From an optimization exercise on the open Yosys and OpenROAD flow, aimed at small area, a short achievable clock period and few clock cycles per item; shortcuts taken in it are not production practice. RTL that was checked went through simulation tests only; none was proved equivalent to the original.

Setup of TR:
==> flow/design.v <==
module sha256_counter_i (
    input wire        i_clk,
    input wire        i_rst,
    input wire        clr_i,
    input wire        cnt_i_en,
    output reg [7:0]  i
);
    always @(posedge i_clk or negedge i_rst) begin
        if (!i_rst) begin
            i <= 0;
        end else begin
            if (clr_i) i <= 0;
            else if (cnt_i_en) i <= i + 8'd1;
            else i <= i;
        end
    end
endmodule
module sha256_counter_j (
    input wire        i_clk,
    input wire        i_rst,
    input wire        clr_j,
    input wire        cnt_j_en,
    output reg [6:0]  j
);
    always @(posedge i_clk or negedge i_rst) begin
        if (!i_rst) begin
            j <= 0;
        end else begin
            if (clr_j) j <= 0;
            else if (cnt_j_en) j <= j + 7'd1;
            else j <= j;
        end
    end
endmodule
module sha256_functions (
    input  wire [5:0]  j,
    output reg  [31:0] k_j
);
    always @(*) begin
        case (j)
            6'd0: k_j = 32'h71374491;
            6'd1: k_j = 32'hb5c0fbcf;
            6'd2: k_j = 32'he9b5dba5;
            6'd3: k_j = 32'h3956c25b;
            6'd4: k_j = 32'h59f111f1;
            6'd5: k_j = 32'h923f82a4;
            6'd6: k_j = 32'hab1c5ed5;
            6'd7: k_j = 32'hd807aa98;
            6'd8: k_j = 32'h12835b01;
            6'd9: k_j = 32'h243185be;
            6'd10: k_j = 32'h550c7dc3;
            6'd11: k_j = 32'h72be5d74;
            6'd12: k_j = 32'h80deb1fe;
            6'd13: k_j = 32'h9bdc06a7;
            6'd14: k_j = 32'hc19bf174;
            6'd15: k_j = 32'he49b69c1;
            6'd16: k_j = 32'hefbe4786;
            6'd17: k_j = 32'h0fc19dc6;
            6'd18: k_j = 32'h240ca1cc;
            6'd19: k_j = 32'h2de92c6f;
            6'd20: k_j = 32'h4a7484aa;
            6'd21: k_j = 32'h5cb0a9dc;
            6'd22: k_j = 32'h76f988da;
            6'd23: k_j = 32'h983e5152;
            6'd24: k_j = 32'ha831c66d;
            6'd25: k_j = 32'hb00327c8;
            6'd26: k_j = 32'hbf597fc7;
            6'd27: k_j = 32'hc6e00bf3;
            6'd28: k_j = 32'hd5a79147;
            6'd29: k_j = 32'h06ca6351;
            6'd30: k_j = 32'h14292967;
            6'd31: k_j = 32'h27b70a85;
            6'd32: k_j = 32'h2e1b2138;
            6'd33: k_j = 32'h4d2c6dfc;
            6'd34: k_j = 32'h53380d13;
            6'd35: k_j = 32'h650a7354;
            6'd36: k_j = 32'h766a0abb;
            6'd37: k_j = 32'h81c2c92e;
            6'd38: k_j = 32'h92722c85;
            6'd39: k_j = 32'ha2bfe8a1;
            6'd40: k_j = 32'ha81a664b;
            6'd41: k_j = 32'hc24b8b70;
            6'd42: k_j = 32'hc76c51a3;
            6'd43: k_j = 32'hd192e819;
            6'd44: k_j = 32'hd6990624;
            6'd45: k_j = 32'hf40e3585;
            6'd46: k_j = 32'h106aa070;
            6'd47: k_j = 32'h19a4c116;
            6'd48: k_j = 32'h1e376c08;
            6'd49: k_j = 32'h2748774c;
            6'd50: k_j = 32'h34b0bcb5;
            6'd51: k_j = 32'h391c0cb3;
            6'd52: k_j = 32'h4ed8aa4a;
            6'd53: k_j = 32'h5b9cca4f;
            6'd54: k_j = 32'h682e6ff3;
            6'd55: k_j = 32'h748f82ee;
            6'd56: k_j = 32'h78a5636f;
            6'd57: k_j = 32'h84c87814;
            6'd58: k_j = 32'h8cc70208;
            6'd59: k_j = 32'h90befffa;
            6'd60: k_j = 32'ha4506ceb;
            6'd61: k_j = 32'hbef9a3f7;
            6'd62: k_j = 32'hc67178f2;
            default: k_j = 32'h428a2f98;
        endcase
    end
endmodule
module sha256_add (
    input  wire [31:0] x,
    input  wire [31:0] y,
    output wire [31:0] s
);
    reg [31:0] g, p;
    integer i, d;
    always @(*) begin
        g = x & y;
        p = x ^ y;
        for (d = 1; d < 32; d = d * 2)
            for (i = 2 * d - 1; i < 32; i = i + 2 * d) begin
                g[i] = g[i] | (p[i] & g[i - d]);
                p[i] = p[i] & p[i - d];
            end
        for (d = 8; d >= 1; d = d / 2)
            for (i = 3 * d - 1; i < 32; i = i + 2 * d) begin
                g[i] = g[i] | (p[i] & g[i - d]);
                p[i] = p[i] & p[i - d];
            end
    end
    assign s = x ^ y ^ {g[30:0], 1'b0};
endmodule
module sha256_scheduler (
    input  wire         clk,
    input  wire [511:0] i_block,
    input  wire [5:0]   k,
    output wire [31:0]  W_out
);
    reg [511:0] win;    
    function [31:0] sigma0(input [31:0] x);
        sigma0 = {x[6:0], x[31:7]} ^ {x[17:0], x[31:18]} ^ (x >> 3);
    endfunction
    function [31:0] sigma1(input [31:0] x);
        sigma1 = {x[16:0], x[31:17]} ^ {x[18:0], x[31:19]} ^ (x >> 10);
    endfunction
    reg  [31:0] pre;
    wire [31:0] o1 = win[10*32 +: 32], o2 = win[1*32 +: 32], o3 = sigma0(win[2*32 +: 32]);
    wire [31:0] ps = o1 ^ o2 ^ o3;
    wire [31:0] pc = {(o1[30:0] & o2[30:0]) | (o1[30:0] & o3[30:0]) | (o2[30:0] & o3[30:0]), 1'b0};
    wire [31:0] w_new = sigma1(win[14*32 +: 32]) + pre;
    wire [31:0] w_blk = i_block[511 - 32*k[3:0] -: 32];
    wire [31:0] w_in  = (k[5:4] != 2'd0) ? w_new : w_blk;
    always @(posedge clk) begin
        win <= {w_in, win[511:32]};
        pre <= ps + pc;
    end
    assign W_out = win[511:480];
endmodule
module sha_256(
    input wire i_clk,
    input wire i_rst,
    input wire i_enable,
    input [511:0] i_data,
    input [7:0] i_N,
    output reg [255:0] o_data,
    output reg o_done
);
    localparam [255:0] IV = {32'h6a09e667, 32'hbb67ae85, 32'h3c6ef372, 32'ha54ff53a,
                             32'h510e527f, 32'h9b05688c, 32'h1f83d9ab, 32'h5be0cd19};
    reg  [5:0]  k;        
    reg         fin;      
    reg         first;    
    reg  [7:0]  nrem;     
    reg         is_new;   
    reg  [31:0] a, b, c, d, e, f, g, h;
    reg  [31:0] hk;       
    reg  [31:0] kq;       
    wire busy   = ~o_done;
    wire [7:0] nrem_n = is_new ? i_N : nrem - 8'd1;
    wire hsh    = busy & ((k[5:1] == 5'b11111) | (k == 6'd0));
    wire [31:0] w;
    wire [31:0] k_j;
    sha256_scheduler u_scheduler (
        .clk(i_clk),
        .i_block(i_data),
        .k(k),
        .W_out(w)
    );
    sha256_functions u_functions (
        .j(k),
        .k_j(k_j)
    );
    function [31:0] CH(input [31:0] x, y, z);
        CH = (x & y) ^ (~x & z);
    endfunction
    function [31:0] MAJ(input [31:0] x, y, z);
        MAJ = (x & y) ^ (x & z) ^ (y & z);
    endfunction
    function [31:0] SIG0(input [31:0] x);
        SIG0 = {x[1:0], x[31:2]} ^ {x[12:0], x[31:13]} ^ {x[21:0], x[31:22]};
    endfunction
    function [31:0] SIG1(input [31:0] x);
        SIG1 = {x[5:0], x[31:6]} ^ {x[10:0], x[31:11]} ^ {x[24:0], x[31:25]};
    endfunction
    wire [31:0] s1 = SIG1(e);
    wire [31:0] ch = CH(e, f, g);
    wire [31:0] s0 = SIG0(a);
    wire [31:0] mj = MAJ(a, b, c);
    function [31:0] FS(input [31:0] x, y, z);
        FS = x ^ y ^ z;
    endfunction
    function [31:0] FC(input [31:0] x, y, z);
        FC = {(x[30:0] & y[30:0]) | (x[30:0] & z[30:0]) | (y[30:0] & z[30:0]), 1'b0};
    endfunction
    wire [31:0] pa1 = FS(hk, w, ch),     qa1 = FC(hk, w, ch);
    wire [31:0] pa2 = FS(s1, s0, mj),    qa2 = FC(s1, s0, mj);
    wire [31:0] pa3 = FS(pa1, qa1, pa2), qa3 = FC(pa1, qa1, pa2);
    wire [31:0] pa4 = FS(pa3, qa3, qa2), qa4 = FC(pa3, qa3, qa2);
    wire [31:0] pe1 = FS(d, hk, w),      qe1 = FC(d, hk, w);
    wire [31:0] pe2 = FS(pe1, qe1, ch),  qe2 = FC(pe1, qe1, ch);
    wire [31:0] pe3 = FS(pe2, qe2, s1),  qe3 = FC(pe2, qe2, s1);
    wire [31:0] a_n = pa4 + qa4;
    wire [31:0] e_n = pe3 + qe3;
    wire [31:0] H0 = o_data[255:224], H1 = o_data[223:192], H2 = o_data[191:160], H3 = o_data[159:128];
    wire [31:0] H4 = o_data[127:96],  H5 = o_data[95:64],   H6 = o_data[63:32],   H7 = o_data[31:0];
    wire [255:0] start = is_new ? IV : o_data;
    wire [31:0] hk_in = o_done ? (is_new ? IV[31:0] : H7) : g;
    wire [31:0] hk_n, h3a, h7e;
    sha256_add u_addk (.x(hk_in), .y(o_done ? 32'h428a2f98 : kq), .s(hk_n));
    reg [31:0] iva, ive;
    always @(*) begin
        case ({k[5], k[0], fin})
            3'b100:  begin iva = IV[159:128]; ive = IV[31:0];  end
            3'b110:  begin iva = IV[191:160]; ive = IV[63:32]; end
            3'b000:  begin iva = IV[223:192]; ive = IV[95:64]; end
            default: begin iva = IV[255:224]; ive = IV[127:96]; end
        endcase
    end
    sha256_add u_addh (.x(first ? iva : H3), .y(a), .s(h3a));
    sha256_add u_addl (.x(first ? ive : H7), .y(e), .s(h7e));
    always @(posedge i_clk or negedge i_rst) begin
        if (!i_rst) begin
            o_done <= 1'b0;
            k      <= 6'd0;
            fin    <= 1'b0;
            first  <= 1'b0;
            nrem   <= 8'd1;
            is_new <= 1'b1;
        end else if (o_done) begin
            if (i_enable) begin
                o_done <= 1'b0;
                k      <= 6'd1;
                first  <= is_new;
                nrem   <= nrem_n;
                is_new <= (nrem_n == 8'd1);
            end
        end else if (fin) begin
            fin    <= 1'b0;
            o_done <= 1'b1;
        end else if (k == 6'd0) begin
            fin <= 1'b1;
        end else begin
            k <= k + 6'd1;
        end
    end
    always @(posedge i_clk) begin
        if (o_done) begin
            {a, b, c, d, e, f, g, h} <= start;
            kq <= 32'h71374491;
        end else begin
            a <= a_n; b <= a; c <= b; d <= c;
            e <= e_n; f <= e; g <= f; h <= g;
            kq <= k_j;
        end
        hk <= hk_n;
    end
    always @(posedge i_clk) begin
        if (hsh) begin
            o_data <= {h3a, H0, H1, H2, h7e, H4, H5, H6};
        end
    end
endmodule
clock: 10.0 ns
lec_check: 0
abc_area: 1
cap_margin: 20
core_margin: 2
core_utilization: 40
slew_margin: 20
standard.sh (not shown) runs the stock make flow with config.mk's settings and CLKGATE_MAP_FILE= SYNTH_SCRIPT=/design/flow/synth_recipe.tcl, a recipe that flattens the netlist after the stock synthesis.
==> flow/flow/run.sh <==
#!/bin/bash
# Own layout flow: the standard ORFS flow with a few settings changed.
#  - ports are buffered with a plain buffer instead of the delay buffer the
#    resizer picks by default
set -euo pipefail
export BUFFER_PORTS_ARGS="-buffer_cell sky130_fd_sc_hd__buf_1"
export SETUP_SLACK_MARGIN=6
export ADDER_MAP_FILE=
bash standard.sh > standard_flow.log 2>&1
Here is what was changed in the inputs of MS compared with TR.
diff --git a/flow/design.v b/flow/design.v
--- a/flow/design.v
+++ b/flow/design.v
@@ -142,15 +142,15 @@
         sigma1 = {x[16:0], x[31:17]} ^ {x[18:0], x[31:19]} ^ (x >> 10);
     endfunction
-    reg  [31:0] pre;
-    wire [31:0] o1 = win[10*32 +: 32], o2 = win[1*32 +: 32], o3 = sigma0(win[2*32 +: 32]);
-    wire [31:0] ps = o1 ^ o2 ^ o3;
-    wire [31:0] pc = {(o1[30:0] & o2[30:0]) | (o1[30:0] & o3[30:0]) | (o2[30:0] & o3[30:0]), 1'b0};
-    wire [31:0] w_new = sigma1(win[14*32 +: 32]) + pre;
+    wire [31:0] o1 = win[9*32 +: 32], o2 = win[0 +: 32];
+    wire [31:0] o3 = sigma0(win[1*32 +: 32]), o4 = sigma1(win[14*32 +: 32]);
+    wire [31:0] s1 = o1 ^ o2 ^ o3;
+    wire [31:0] c1 = {(o1[30:0] & o2[30:0]) | (o1[30:0] & o3[30:0]) | (o2[30:0] & o3[30:0]), 1'b0};
+    wire [31:0] s2 = s1 ^ c1 ^ o4;
+    wire [31:0] c2 = {(s1[30:0] & c1[30:0]) | (s1[30:0] & o4[30:0]) | (c1[30:0] & o4[30:0]), 1'b0};
+    wire [31:0] w_new;
+    sha256_add u_add (.x(s2), .y(c2), .s(w_new));
     wire [31:0] w_blk = i_block[511 - 32*k[3:0] -: 32];
     wire [31:0] w_in  = (k[5:4] != 2'd0) ? w_new : w_blk;
-    always @(posedge clk) begin
-        win <= {w_in, win[511:32]};
-        pre <= ps + pc;
-    end
+    always @(posedge clk) win <= {w_in, win[511:32]};
     assign W_out = win[511:480];
 endmodule
@@ -226,15 +226,6 @@
     wire [31:0] hk_n, h3a, h7e;
     sha256_add u_addk (.x(hk_in), .y(o_done ? 32'h428a2f98 : kq), .s(hk_n));
-    reg [31:0] iva, ive;
-    always @(*) begin
-        case ({k[5], k[0], fin})
-            3'b100:  begin iva = IV[159:128]; ive = IV[31:0];  end
-            3'b110:  begin iva = IV[191:160]; ive = IV[63:32]; end
-            3'b000:  begin iva = IV[223:192]; ive = IV[95:64]; end
-            default: begin iva = IV[255:224]; ive = IV[127:96]; end
-        endcase
-    end
-    sha256_add u_addh (.x(first ? iva : H3), .y(a), .s(h3a));
-    sha256_add u_addl (.x(first ? ive : H7), .y(e), .s(h7e));
+    sha256_add u_addh (.x(H3), .y(a), .s(h3a));
+    sha256_add u_addl (.x(H7), .y(e), .s(h7e));
     always @(posedge i_clk or negedge i_rst) begin
         if (!i_rst) begin
@@ -274,5 +265,7 @@
     end
     always @(posedge i_clk) begin
-        if (hsh) begin
+        if (busy & first & (k == 6'd1)) begin
+            o_data <= IV;
+        end else if (hsh) begin
             o_data <= {h3a, H0, H1, H2, h7e, H4, H5, H6};
         end
Fraction of area in registers ended up 3.5 points lower on MS than on TR. TR reports its slowest stage cell on the critical path as sky130_fd_sc_hd__o41ai_1 while MS reports sky130_fd_sc_hd__dfrtp_4. Number of global-route vias before repair: TR and MS compared, higher one is TR. The share of the yosys chip area belonging to registers of MS is lower than that of TR. On effective utilization at floorplan, TR and MS are basically level. Per the comparison of MS with TR, complex-gate fraction of the synthesized area went up; proportion of final cell area spent on non-clock buffers went up; global-route usage went down. Non-clock buffer count was lower in TR than in MS. Per the comparison of MS with TR, multi-input logic portion of the cell area saw an increase, maximum number of pins on one net before global-route repair saw an increase. Comparing TR and MS, number of nets in the synthesized netlist is lower on TR. Number of cells on the critical path: MS vs TR down 6.
Testbench counts of MS, summed over its fixed seeds: cycles 32,274, blocks 489.
The RTL of TR was laid out without a check of its function.

-- separate check: timing with driven ports --
In the flow no input, the clock included, has a driving cell. The finished layouts below were timed again as built, in two steps. Step 1 (the two cells are an assumption about what drives the block):
set clk [get_ports {i_clk}]
set_driving_cell -lib_cell sky130_fd_sc_hd__clkbuf_16 $clk
set_driving_cell -lib_cell sky130_fd_sc_hd__buf_2 [delete_from_list [all_inputs] $clk]
Step 2 also shifts input and output timing later by t, the mid clock arrival at the registers, as if the neighbouring blocks saw the same clock. a / b / c = ideal ports / drivers / drivers and shift; a / b = the first two.
run	shift t [ns]	slack for setup (ns)	pins driven straight from the clock port
TR	0.823	6.000 / 6.000 / 5.891	1
MS	0.847	6.069 / 5.981 / 5.588	1
After both steps setup and hold are still met in every run listed. The setup slack of MS, which loses most, moves by -0.088 ns with the drivers and by -0.481 ns with both steps.
